This is an optimization exercise on Yosys and OpenROAD, whose aim is small area, not a production implementation.
At most, simulation tests tie the RTL to the original design; equivalence was not proved.
Power is estimated from default activity; no workload was simulated.

==> flow/design.v <==
module i2c (
    input  wire        clk,
    input  wire        rst,
    input  wire        sda_i,
    output wire        sda_o,
    output wire        sda_oe,
    output wire        scl,
    output reg  [15:0] lux
);
    localparam [6:0] S24  = 7'd87;
    localparam [6:0] S39  = 7'd105;
    localparam [6:0] S106 = 7'd34;
    localparam [6:0] S124 = 7'd80;
    localparam [8:0] WSEED = 9'd89;     
    localparam [8:0] W0    = 9'd121;    
    localparam [8:0] WM    = 9'd309;    
    localparam [1:0] Q0 = 2'b00, Q1 = 2'b01, Q2 = 2'b11, Q3 = 2'b10;
    localparam [3:0] P_IDLE   = 4'b0000;   
    localparam [3:0] P_IDLEM  = 4'b0001;   
    localparam [3:0] P_IDLEL  = 4'b0011;   
    localparam [3:0] P_STOPR  = 4'b0010;   
    localparam [3:0] P_START  = 4'b0110;
    localparam [3:0] P_STOP   = 4'b0111;
    localparam [3:0] P_ADDR   = 4'b1000;
    localparam [3:0] P_OPC    = 4'b1001;
    localparam [3:0] P_MACK   = 4'b1010;
    localparam [3:0] P_MNACK  = 4'b1011;
    localparam [3:0] P_ACK1   = 4'b1100;
    localparam [3:0] P_ACK2   = 4'b1101;
    localparam [3:0] P_RDH    = 4'b1110;
    localparam [3:0] P_RDL    = 4'b1111;
    reg [6:0]  s;
    reg [1:0]  q;
    reg [3:0]  ph;
    reg [3:0]  bi;       
    reg        sda_r;    
    reg [15:0] sh;
    wire hi0      = (s[6:1] == 6'd0);
    wire at0      = hi0 & ~s[0];
    wire at1      = hi0 & s[0];
    wire tick     = (s == S124);
    wire en_low   = ph[3] & ph[2];
    wire idle     = (ph == P_IDLE) | (ph == P_IDLEM) | (ph == P_IDLEL);
    wire in_ack   = (ph == P_ACK1) | (ph == P_ACK2);
    wire byte_ph  = (ph == P_ADDR) | (ph == P_OPC) | (ph == P_RDH) | (ph == P_RDL);
    wire tx_ph    = (ph == P_ADDR) | (ph == P_OPC);
    wire stop_ph  = (ph == P_STOP) | (ph == P_STOPR);
    wire slot_end = tick & (q == Q3);
    wire q1_end   = tick & (q == Q1);
    wire last_bit = bi[3] & ~bi[2];
    wire rd       = ~sh[6];              
    wire ack      = sda_r;               
    wire idle_end = ((ph == P_IDLE)  & (q == Q2) & at0) |
                    ((ph == P_IDLEM) & (q == Q3) & (s == S39) &
                     (sh[7] == WM[7]) & (sh[6] == WM[6]) & (sh[4] == WM[4]) &
                     (sh[2] == WM[2]) & (sh[1] == WM[1])) |
                    ((ph == P_IDLEL) & (q == Q0) & (s == S106) & (sh[8:0] == W0));
    wire j0  = bi[3] & ~bi[2];
    wire j12 = bi[2] & ~bi[0];
    wire j5  = bi[1] & ~bi[2];
    wire j6  = bi[0] & ~bi[1];
    wire bit_v = (ph == P_ADDR) ? (j6 | j12 | (j0 & rd))           
                                : ((j0 & ~sh[3]) | (j12 & sh[2]) | (j5 & ~sh[5]));
    assign sda_o  = sda_r;
    assign sda_oe = ~en_low;
    assign scl    = idle | q[0] | (stop_ph & q[1]);
    reg [3:0] ph_n;
    always @* begin
        ph_n = ph;
        case (ph)
            P_IDLE, P_IDLEM, P_IDLEL:
                      if (idle_end) ph_n = P_START;
            P_START:  if (slot_end) ph_n = P_ADDR;
            P_ADDR:   if (slot_end && last_bit) ph_n = P_ACK1;
            P_ACK1:   if (slot_end && ack) ph_n = rd ? P_RDH : P_OPC;
            P_OPC:    if (slot_end && last_bit) ph_n = P_ACK2;
            P_ACK2:   if (slot_end && ack) ph_n = P_STOP;
            P_RDH:    if (slot_end && last_bit) ph_n = P_MACK;
            P_MACK:   if (slot_end) ph_n = P_RDL;
            P_RDL:    if (slot_end && last_bit) ph_n = P_MNACK;
            P_MNACK:  if (slot_end) ph_n = P_STOPR;
            P_STOP:   if (slot_end) ph_n = sh[6] ? P_IDLE : P_IDLEM;
            P_STOPR:  if (slot_end) ph_n = P_IDLEL;
            default:  ph_n = ph;
        endcase
    end
    always @(posedge clk) begin
        if (rst)
            ph <= P_STOP;    
        else
            ph <= ph_n;
    end
    always @(posedge clk) begin
        if (rst || tick || idle_end)
            s <= 7'd0;
        else
            s <= {s[5:0], ~(s[6] ^ s[5])};
    end
    always @(posedge clk) begin
        if (rst || idle_end)
            q <= Q2;
        else if (tick && !(in_ack && q == Q3 && !ack))
            q <= {q[0], ~q[1]};
    end
    always @(posedge clk) begin
        if (rst)
            bi <= 4'b0000;
        else if (slot_end && byte_ph)
            bi <= {bi[2:0], ~bi[3]};
    end
    always @(posedge clk) begin
        if (rst)
            sda_r <= 1'b1;
        else if (in_ack)
            sda_r <= !slot_end && (sda_r || (!sda_i && (q == Q1 || (!tick && q != Q0))));
        else if (at0 && q == Q0)
            sda_r <= tx_ph ? bit_v : (idle || ph == P_MNACK);
        else if (at0 && q == Q2 && ph == P_START)
            sda_r <= 1'b0;
        else if (s == S24 && q == Q3 && tx_ph)
            sda_r <= 1'b0;
        else if (q1_end && stop_ph)
            sda_r <= 1'b1;
    end
    wire sh_step = q1_end &&
                   (ph == P_RDH || ph == P_RDL || ph == P_IDLEM || ph == P_IDLEL ||
                    ph == P_STOP);
    wire sh_in   = en_low ? sda_i : ~(sh[8] ^ sh[4]);
    always @(posedge clk) begin
        if (rst)
            sh[8:0] <= W0;
        else if (ph == P_STOPR && slot_end)
            sh[8:0] <= WSEED;
        else if (sh_step)
            sh[8:0] <= {sh[7:0], sh_in};
        if (sh_step)
            sh[15:9] <= sh[14:8];
    end
    always @(posedge clk) begin
        if (rst)
            lux <= 16'h0;
        else if (ph == P_STOPR && q == Q2 && at1)
            lux <= sh;
    end
endmodule
module i2c_control (
    input  logic clk,
    input  logic rst,
    input  logic [7:0] sda_i,
    output logic [7:0] sda_o,
    output logic [7:0] sda_oe,
    output logic [7:0] scl,
    output logic [127:0] data_o
);
    genvar i;
    generate
        for (i = 0; i < 8; i = i + 1) begin : g_ch
            i2c U (
                .clk    (clk),
                .rst    (rst),
                .sda_i  (sda_i[i]),
                .sda_o  (sda_o[i]),
                .sda_oe (sda_oe[i]),
                .scl    (scl[i]),
                .lux    (data_o[16*i +: 16])
            );
        end
    endgenerate
endmodule
module top (
    input  logic clk,
    input  logic rst,
    output logic builtin_led,
    input  logic [7:0] sda_i,
    output logic [7:0] sda_o,
    output logic [7:0] sda_oe,
    output logic [7:0] scl,
    output logic [127:0] lux_data
);
    localparam [17:0] LEND = 18'd56963;
    logic [17:0] lc;
    logic        lend;
    assign lend = (lc == LEND);
    always_ff @(posedge clk) begin
        if (rst || lend)
            lc <= 18'd0;
        else
            lc <= {lc[16:0], ~(lc[17] ^ lc[10])};
    end
    always_ff @(posedge clk) begin
        if (rst)
            builtin_led <= 1'b0;
        else if (lend)
            builtin_led <= ~builtin_led;
    end
    i2c_control u_i2c_control (
        .clk    (clk),
        .rst    (rst),
        .sda_i  (sda_i),
        .sda_o  (sda_o),
        .sda_oe (sda_oe),
        .scl    (scl),
        .data_o (lux_data)
    );
endmodule
==> flow/config.mk <==
export PLATFORM = sky130hd
export DESIGN_NAME = top
export DESIGN_NICKNAME = top
export VERILOG_FILES = /design/flow/design.v
export SDC_FILE = /design/flow/constraint.sdc
export NUM_CORES = 4
export LEC_CHECK = 0
export CAP_MARGIN = 20
export CORE_MARGIN = 2
export CORE_UTILIZATION = 40
export SLEW_MARGIN = 20
==> flow/constraint.sdc <==
create_clock -name core_clock -period 10.0 [get_ports {clk}]
set_input_delay 2.0000 -clock core_clock [delete_from_list [all_inputs] [get_ports {clk}]]
set_output_delay 2.0000 -clock core_clock [all_outputs]
set_load 0.01 [all_outputs]
standard.sh (not shown) runs the stock make flow with config.mk's settings and CLKGATE_MAP_FILE= SYNTH_SCRIPT=/design/flow/synth_recipe.tcl, a recipe that flattens the netlist after the stock synthesis.
==> flow/flow/run.sh <==
#!/bin/bash
# Standard ORFS layout with port buffers made of the smallest buffer cell
# and a clock tree with larger sink clusters and no dummy loads.
set -euo pipefail
bash standard.sh "BUFFER_PORTS_ARGS=-buffer_cell sky130_fd_sc_hd__buf_1" \
  "CTS_ARGS=-sink_clustering_enable -repair_clock_nets -dont_use_dummy_load -sink_clustering_size 30 -sink_clustering_max_diameter 100" \
  finish > make_finish.log 2>&1
Rerun with:
--- a/flow/design.v
+++ b/flow/design.v
@@ -5,22 +5,22 @@
     output wire        sda_o,
     output wire        sda_oe,
     output wire        scl,
     output reg  [15:0] lux
 );
-    localparam [6:0] S24  = 7'd87;
-    localparam [6:0] S39  = 7'd105;
-    localparam [6:0] S106 = 7'd34;
-    localparam [6:0] S124 = 7'd80;
-    localparam [8:0] WSEED = 9'd89;     
-    localparam [8:0] W0    = 9'd121;    
-    localparam [8:0] WM    = 9'd309;    
+    localparam [6:0] S24  = 7'd22;
+    localparam [6:0] S39  = 7'd66;
+    localparam [6:0] S106 = 7'd47;
+    localparam [6:0] S124 = 7'd112;
+    localparam [8:0] WSEED = 9'd178;    
+    localparam [8:0] W0    = 9'd242;    
+    localparam [8:0] WM    = 9'd107;    
     localparam [1:0] Q0 = 2'b00, Q1 = 2'b01, Q2 = 2'b11, Q3 = 2'b10;
     localparam [3:0] P_IDLE   = 4'b0000;   
     localparam [3:0] P_IDLEM  = 4'b0001;   
     localparam [3:0] P_IDLEL  = 4'b0011;   
-    localparam [3:0] P_STOPR  = 4'b0010;   
+    localparam [3:0] P_STOPR  = 4'b0101;   
     localparam [3:0] P_START  = 4'b0110;
     localparam [3:0] P_STOP   = 4'b0111;
     localparam [3:0] P_ADDR   = 4'b1000;
     localparam [3:0] P_OPC    = 4'b1001;
     localparam [3:0] P_MACK   = 4'b1010;
@@ -32,37 +32,38 @@
     reg [6:0]  s;
     reg [1:0]  q;
     reg [3:0]  ph;
     reg [3:0]  bi;       
     reg        sda_r;    
-    reg [15:0] sh;
+    reg [8:0]  sh;
+    reg [6:0]  ring;     
     wire hi0      = (s[6:1] == 6'd0);
     wire at0      = hi0 & ~s[0];
     wire at1      = hi0 & s[0];
     wire tick     = (s == S124);
     wire en_low   = ph[3] & ph[2];
-    wire idle     = (ph == P_IDLE) | (ph == P_IDLEM) | (ph == P_IDLEL);
+    wire idle     = ~ph[3] & ~ph[2];
     wire in_ack   = (ph == P_ACK1) | (ph == P_ACK2);
     wire byte_ph  = (ph == P_ADDR) | (ph == P_OPC) | (ph == P_RDH) | (ph == P_RDL);
     wire tx_ph    = (ph == P_ADDR) | (ph == P_OPC);
     wire stop_ph  = (ph == P_STOP) | (ph == P_STOPR);
     wire slot_end = tick & (q == Q3);
     wire q1_end   = tick & (q == Q1);
     wire last_bit = bi[3] & ~bi[2];
-    wire rd       = ~sh[6];              
+    wire rd       = sh[0];               
     wire ack      = sda_r;               
     wire idle_end = ((ph == P_IDLE)  & (q == Q2) & at0) |
                     ((ph == P_IDLEM) & (q == Q3) & (s == S39) &
-                     (sh[7] == WM[7]) & (sh[6] == WM[6]) & (sh[4] == WM[4]) &
-                     (sh[2] == WM[2]) & (sh[1] == WM[1])) |
+                     (sh[2] == WM[2]) & (sh[3] == WM[3]) & (sh[5] == WM[5]) &
+                     (sh[7] == WM[7]) & (sh[8] == WM[8])) |
                     ((ph == P_IDLEL) & (q == Q0) & (s == S106) & (sh[8:0] == W0));
     wire j0  = bi[3] & ~bi[2];
     wire j12 = bi[2] & ~bi[0];
     wire j5  = bi[1] & ~bi[2];
     wire j6  = bi[0] & ~bi[1];
     wire bit_v = (ph == P_ADDR) ? (j6 | j12 | (j0 & rd))           
-                                : ((j0 & ~sh[3]) | (j12 & sh[2]) | (j5 & ~sh[5]));
+                                : ((j0 & ~sh[4]) | (j12 & sh[3]) | (j5 & ~sh[6]));
     assign sda_o  = sda_r;
     assign sda_oe = ~en_low;
     assign scl    = idle | q[0] | (stop_ph & q[1]);
     reg [3:0] ph_n;
     always @* begin
@@ -77,11 +78,11 @@
             P_ACK2:   if (slot_end && ack) ph_n = P_STOP;
             P_RDH:    if (slot_end && last_bit) ph_n = P_MACK;
             P_MACK:   if (slot_end) ph_n = P_RDL;
             P_RDL:    if (slot_end && last_bit) ph_n = P_MNACK;
             P_MNACK:  if (slot_end) ph_n = P_STOPR;
-            P_STOP:   if (slot_end) ph_n = sh[6] ? P_IDLE : P_IDLEM;
+            P_STOP:   if (slot_end) ph_n = ~sh[0] ? P_IDLE : P_IDLEM;
             P_STOPR:  if (slot_end) ph_n = P_IDLEL;
             default:  ph_n = ph;
         endcase
     end
     always @(posedge clk) begin
@@ -92,11 +93,11 @@
     end
     always @(posedge clk) begin
         if (rst || tick || idle_end)
             s <= 7'd0;
         else
-            s <= {s[5:0], ~(s[6] ^ s[5])};
+            s <= {s[5:0], ~(s[6] ^ s[0])};
     end
     always @(posedge clk) begin
         if (rst || idle_end)
             q <= Q2;
         else if (tick && !(in_ack && q == Q3 && !ack))
@@ -126,23 +127,23 @@
                    (ph == P_RDH || ph == P_RDL || ph == P_IDLEM || ph == P_IDLEL ||
                     ph == P_STOP);
     wire sh_in   = en_low ? sda_i : ~(sh[8] ^ sh[4]);
     always @(posedge clk) begin
         if (rst)
-            sh[8:0] <= W0;
+            sh <= W0;
         else if (ph == P_STOPR && slot_end)
-            sh[8:0] <= WSEED;
+            sh <= WSEED;
         else if (sh_step)
-            sh[8:0] <= {sh[7:0], sh_in};
-        if (sh_step)
-            sh[15:9] <= sh[14:8];
-    end
+            sh <= {sh[7:0], sh_in};
+    end
+    always @(posedge clk)
+        ring <= {ring[5:0], sh_step ? sh[8] : ring[6]};
     always @(posedge clk) begin
         if (rst)
             lux <= 16'h0;
         else if (ph == P_STOPR && q == Q2 && at1)
-            lux <= sh;
+            lux <= {ring[4], ring[1], ring[5], ring[2], ring[6], ring[3], ring[0], sh};
     end
 endmodule
 module i2c_control (
     input  logic clk,
     input  logic rst,
Effect:
- count of clock-buffer cells in the layout does not change
- final area decreases by a few percent
- final cell count decreases by a few percent
- routed wire length decreases by a few percent
- setup slack improved by 300 ps
- global-route usage increases by 0.29 points
- utilization increases by 0.16 points
- clock power decreases slightly
Function not checked in the first run of this note: the RTL went through the layout flow alone.


top, a different RTL version from the one above (not shown whole).
Size in the first run: ~2200 cells after synthesis, ~160 I/O pins, ~19000 sq um of cells after synthesis.
==> module i2c, before the edit <==
module i2c (
    input  wire        clk,
    input  wire        rst,
    input  wire        sda_i,
    output wire        sda_o,
    output wire        sda_oe,
    output wire        scl,
    output reg  [15:0] lux
);
    localparam [6:0] S24  = 7'd87;
    localparam [6:0] S39  = 7'd105;
    localparam [6:0] S106 = 7'd34;
    localparam [6:0] S124 = 7'd80;
    localparam [8:0] WSEED = 9'd89;     
    localparam [8:0] W0    = 9'd121;    
    localparam [8:0] WM    = 9'd309;    
    localparam [1:0] Q0 = 2'b00, Q1 = 2'b01, Q2 = 2'b11, Q3 = 2'b10;
    localparam [3:0] P_IDLE   = 4'b0000;   
    localparam [3:0] P_IDLEM  = 4'b0001;   
    localparam [3:0] P_IDLEL  = 4'b0011;   
    localparam [3:0] P_STOPR  = 4'b0010;   
    localparam [3:0] P_START  = 4'b0110;
    localparam [3:0] P_STOP   = 4'b0111;
    localparam [3:0] P_ADDR   = 4'b1000;
    localparam [3:0] P_OPC    = 4'b1001;
    localparam [3:0] P_MACK   = 4'b1010;
    localparam [3:0] P_MNACK  = 4'b1011;
    localparam [3:0] P_ACK1   = 4'b1100;
    localparam [3:0] P_ACK2   = 4'b1101;
    localparam [3:0] P_RDH    = 4'b1110;
    localparam [3:0] P_RDL    = 4'b1111;
    reg [6:0]  s;
    reg [1:0]  q;
    reg [3:0]  ph;
    reg [3:0]  bi;       
    reg        sda_r;    
    reg [15:0] sh;
    wire hi0      = (s[6:1] == 6'd0);
    wire at0      = hi0 & ~s[0];
    wire at1      = hi0 & s[0];
    wire tick     = (s == S124);
    wire en_low   = ph[3] & ph[2];
    wire idle     = (ph == P_IDLE) | (ph == P_IDLEM) | (ph == P_IDLEL);
    wire in_ack   = (ph == P_ACK1) | (ph == P_ACK2);
    wire byte_ph  = (ph == P_ADDR) | (ph == P_OPC) | (ph == P_RDH) | (ph == P_RDL);
    wire tx_ph    = (ph == P_ADDR) | (ph == P_OPC);
    wire stop_ph  = (ph == P_STOP) | (ph == P_STOPR);
    wire slot_end = tick & (q == Q3);
    wire q1_end   = tick & (q == Q1);
    wire last_bit = bi[3] & ~bi[2];
    wire rd       = ~sh[6];              
    wire ack      = sda_r;               
    wire idle_end = ((ph == P_IDLE)  & (q == Q2) & at0) |
                    ((ph == P_IDLEM) & (q == Q3) & (s == S39) &
                     (sh[7] == WM[7]) & (sh[6] == WM[6]) & (sh[4] == WM[4]) &
                     (sh[2] == WM[2]) & (sh[1] == WM[1])) |
                    ((ph == P_IDLEL) & (q == Q0) & (s == S106) & (sh[8:0] == W0));
    reg  bit_v;
    always @* begin
        if (ph == P_ADDR)                
            bit_v = (bi[0] & ~bi[1]) | (bi[2] & ~bi[0]) | (last_bit & rd);
        else case (sh[4:3])
            2'd2:    bit_v = last_bit;                
            2'd0:    bit_v = bi[3] & ~bi[0];          
            2'd1:    bit_v = bi[1] & ~bi[2];          
            default: bit_v = 1'b0;                    
        endcase
    end
    assign sda_o  = sda_r;
    assign sda_oe = ~en_low;
    assign scl    = idle | q[0] | (stop_ph & q[1]);
    reg [3:0] ph_n;
    always @* begin
        ph_n = ph;
        case (ph)
            P_IDLE, P_IDLEM, P_IDLEL:
                      if (idle_end) ph_n = P_START;
            P_START:  if (slot_end) ph_n = P_ADDR;
            P_ADDR:   if (slot_end && last_bit) ph_n = P_ACK1;
            P_ACK1:   if (slot_end && ack) ph_n = rd ? P_RDH : P_OPC;
            P_OPC:    if (slot_end && last_bit) ph_n = P_ACK2;
            P_ACK2:   if (slot_end && ack) ph_n = P_STOP;
            P_RDH:    if (slot_end && last_bit) ph_n = P_MACK;
            P_MACK:   if (slot_end) ph_n = P_RDL;
            P_RDL:    if (slot_end && last_bit) ph_n = P_MNACK;
            P_MNACK:  if (slot_end) ph_n = P_STOPR;
            P_STOP:   if (slot_end) ph_n = sh[6] ? P_IDLE : P_IDLEM;
            P_STOPR:  if (slot_end) ph_n = P_IDLEL;
            default:  ph_n = ph;
        endcase
    end
    always @(posedge clk) begin
        if (rst)
            ph <= P_STOP;    
        else
            ph <= ph_n;
    end
    always @(posedge clk) begin
        if (rst || tick || idle_end)
            s <= 7'd0;
        else
            s <= {s[5:0], ~(s[6] ^ s[5])};
    end
    always @(posedge clk) begin
        if (rst || idle_end)
            q <= Q2;
        else if (tick && !(in_ack && q == Q3 && !ack))
            q <= {q[0], ~q[1]};
    end
    always @(posedge clk) begin
        if (rst)
            bi <= 4'b0000;
        else if (slot_end && byte_ph)
            bi <= {bi[2:0], ~bi[3]};
    end
    always @(posedge clk) begin
        if (rst)
            sda_r <= 1'b1;
        else if (in_ack)
            sda_r <= !slot_end && (sda_r || (!sda_i && (q == Q1 || (!tick && q != Q0))));
        else if (at0 && q == Q0)
            sda_r <= tx_ph ? bit_v : (idle || ph == P_MNACK);
        else if (at0 && q == Q2 && ph == P_START)
            sda_r <= 1'b0;
        else if (s == S24 && q == Q3 && tx_ph)
            sda_r <= 1'b0;
        else if (q1_end && stop_ph)
            sda_r <= 1'b1;
    end
    wire sh_step = q1_end &&
                   (ph == P_RDH || ph == P_RDL || ph == P_IDLEM || ph == P_IDLEL ||
                    ph == P_STOP);
    wire sh_in   = en_low ? sda_i : ~(sh[8] ^ sh[4]);
    always @(posedge clk) begin
        if (rst)
            sh[8:0] <= W0;
        else if (ph == P_STOPR && slot_end)
            sh[8:0] <= WSEED;
        else if (sh_step)
            sh[8:0] <= {sh[7:0], sh_in};
        if (sh_step)
            sh[15:9] <= sh[14:8];
    end
    always @(posedge clk) begin
        if (rst)
            lux <= 16'h0;
        else if (ph == P_STOPR && q == Q2 && at1)
            lux <= sh;
    end
endmodule
export LEC_CHECK = 0
export CAP_MARGIN = 20
export CORE_MARGIN = 2
export CORE_UTILIZATION = 40
export SLEW_MARGIN = 20
create_clock -name core_clock -period 10.0 [get_ports {clk}]
Scripts as last shown in full above: flow/flow/run.sh
Next try:
--- a/flow/design.v
+++ b/flow/design.v
@@ -31,13 +31,14 @@
     localparam [3:0] P_RDL    = 4'b1111;
     reg [6:0]  s;
     reg [1:0]  q;
     reg [3:0]  ph;
     reg [3:0]  bi;       
     reg        sda_r;    
-    reg [15:0] sh;
+    reg [8:0]  sh;
+    reg [6:0]  ring;     
     wire hi0      = (s[6:1] == 6'd0);
     wire at0      = hi0 & ~s[0];
     wire at1      = hi0 & s[0];
     wire tick     = (s == S124);
     wire en_low   = ph[3] & ph[2];
     wire idle     = (ph == P_IDLE) | (ph == P_IDLEM) | (ph == P_IDLEL);
@@ -52,23 +53,18 @@
     wire ack      = sda_r;               
     wire idle_end = ((ph == P_IDLE)  & (q == Q2) & at0) |
                     ((ph == P_IDLEM) & (q == Q3) & (s == S39) &
                      (sh[7] == WM[7]) & (sh[6] == WM[6]) & (sh[4] == WM[4]) &
                      (sh[2] == WM[2]) & (sh[1] == WM[1])) |
                     ((ph == P_IDLEL) & (q == Q0) & (s == S106) & (sh[8:0] == W0));
-    reg  bit_v;
-    always @* begin
-        if (ph == P_ADDR)                
-            bit_v = (bi[0] & ~bi[1]) | (bi[2] & ~bi[0]) | (last_bit & rd);
-        else case (sh[4:3])
-            2'd2:    bit_v = last_bit;                
-            2'd0:    bit_v = bi[3] & ~bi[0];          
-            2'd1:    bit_v = bi[1] & ~bi[2];          
-            default: bit_v = 1'b0;                    
-        endcase
-    end
+    wire j0  = bi[3] & ~bi[2];
+    wire j12 = bi[2] & ~bi[0];
+    wire j5  = bi[1] & ~bi[2];
+    wire j6  = bi[0] & ~bi[1];
+    wire bit_v = (ph == P_ADDR) ? (j6 | j12 | (j0 & rd))           
+                                : ((j0 & ~sh[3]) | (j12 & sh[2]) | (j5 & ~sh[5]));
     assign sda_o  = sda_r;
     assign sda_oe = ~en_low;
     assign scl    = idle | q[0] | (stop_ph & q[1]);
     reg [3:0] ph_n;
     always @* begin
         ph_n = ph;
@@ -130,25 +126,25 @@
     wire sh_step = q1_end &&
                    (ph == P_RDH || ph == P_RDL || ph == P_IDLEM || ph == P_IDLEL ||
                     ph == P_STOP);
     wire sh_in   = en_low ? sda_i : ~(sh[8] ^ sh[4]);
     always @(posedge clk) begin
         if (rst)
-            sh[8:0] <= W0;
+            sh <= W0;
         else if (ph == P_STOPR && slot_end)
-            sh[8:0] <= WSEED;
+            sh <= WSEED;
         else if (sh_step)
-            sh[8:0] <= {sh[7:0], sh_in};
-        if (sh_step)
-            sh[15:9] <= sh[14:8];
-    end
+            sh <= {sh[7:0], sh_in};
+    end
+    always @(posedge clk)
+        ring <= {ring[5:0], sh_step ? sh[8] : ring[6]};
     always @(posedge clk) begin
         if (rst)
             lux <= 16'h0;
         else if (ph == P_STOPR && q == Q2 && at1)
-            lux <= sh;
+            lux <= {ring[4], ring[1], ring[5], ring[2], ring[6], ring[3], ring[0], sh};
     end
 endmodule
 module i2c_control (
     input  logic clk,
     input  logic rst,
     input  logic [7:0] sda_i,
Design area fell by 4.1%.
Maximum frequency decreases by 1.9%.
Wire length drops by about 0.6%.
Clock-buffer cell count goes down by 1.
Final cell count falls by about 0.4%.
Combinational power shrinks by about 5.6%.
Sequential power came out lower by about 3%.
Non-clock buffer count fell by 4.
Critical path depth stays the same.
Core utilization is higher by 0.22 points.
Synthesized area came out lower by 4.2%.
Flip-flop and latch count is unchanged.
Total power went down by 3.1%.
Die area drops by about 4%.

re-timing with driven ports:
No port has a modelled driver above. Below, the same layouts with a new extraction and two added sets of constraints. Step 1, drivers: a clkbuf_16 drives clk and a buf_2 each remaining input, both assumed. Step 2 times the ports against the registers' clock, not the clock port: input delays grow and output delays shrink by t, the midpoint of the rising clock arrivals with the driver on. a / b / c = ideal / step 1 / step 2; a / b = the first two.
run | t (ns) | slack for setup (ns) | hold slack, ns | worst setup path at the end | clock arrival spread, ns
the first run of note 1 | 0.579 | 5.771 / 5.714 / 5.949 | 0.437 / 0.437 / 0.437 | input to register | 0.055 / 0.055
the second run of note 1 | 0.578 | 6.073 / 6.019 / 6.324 | 0.343 / 0.343 / 0.343 | input to register | 0.049 / 0.049
the first run of note 2 | 0.586 | 5.835 / 5.781 / 5.548 | 0.408 / 0.408 / 0.408 | input to register | 0.052 / 0.052
the second run of note 2 | 0.588 | 5.756 / 5.698 / 5.428 | 0.334 / 0.334 / 0.334 | input to register | 0.051 / 0.051
After both steps every run listed still meets setup and hold. The setup slack of the second run of note 2, which loses most, moves by -0.058 ns with the drivers and by -0.328 ns with both steps.
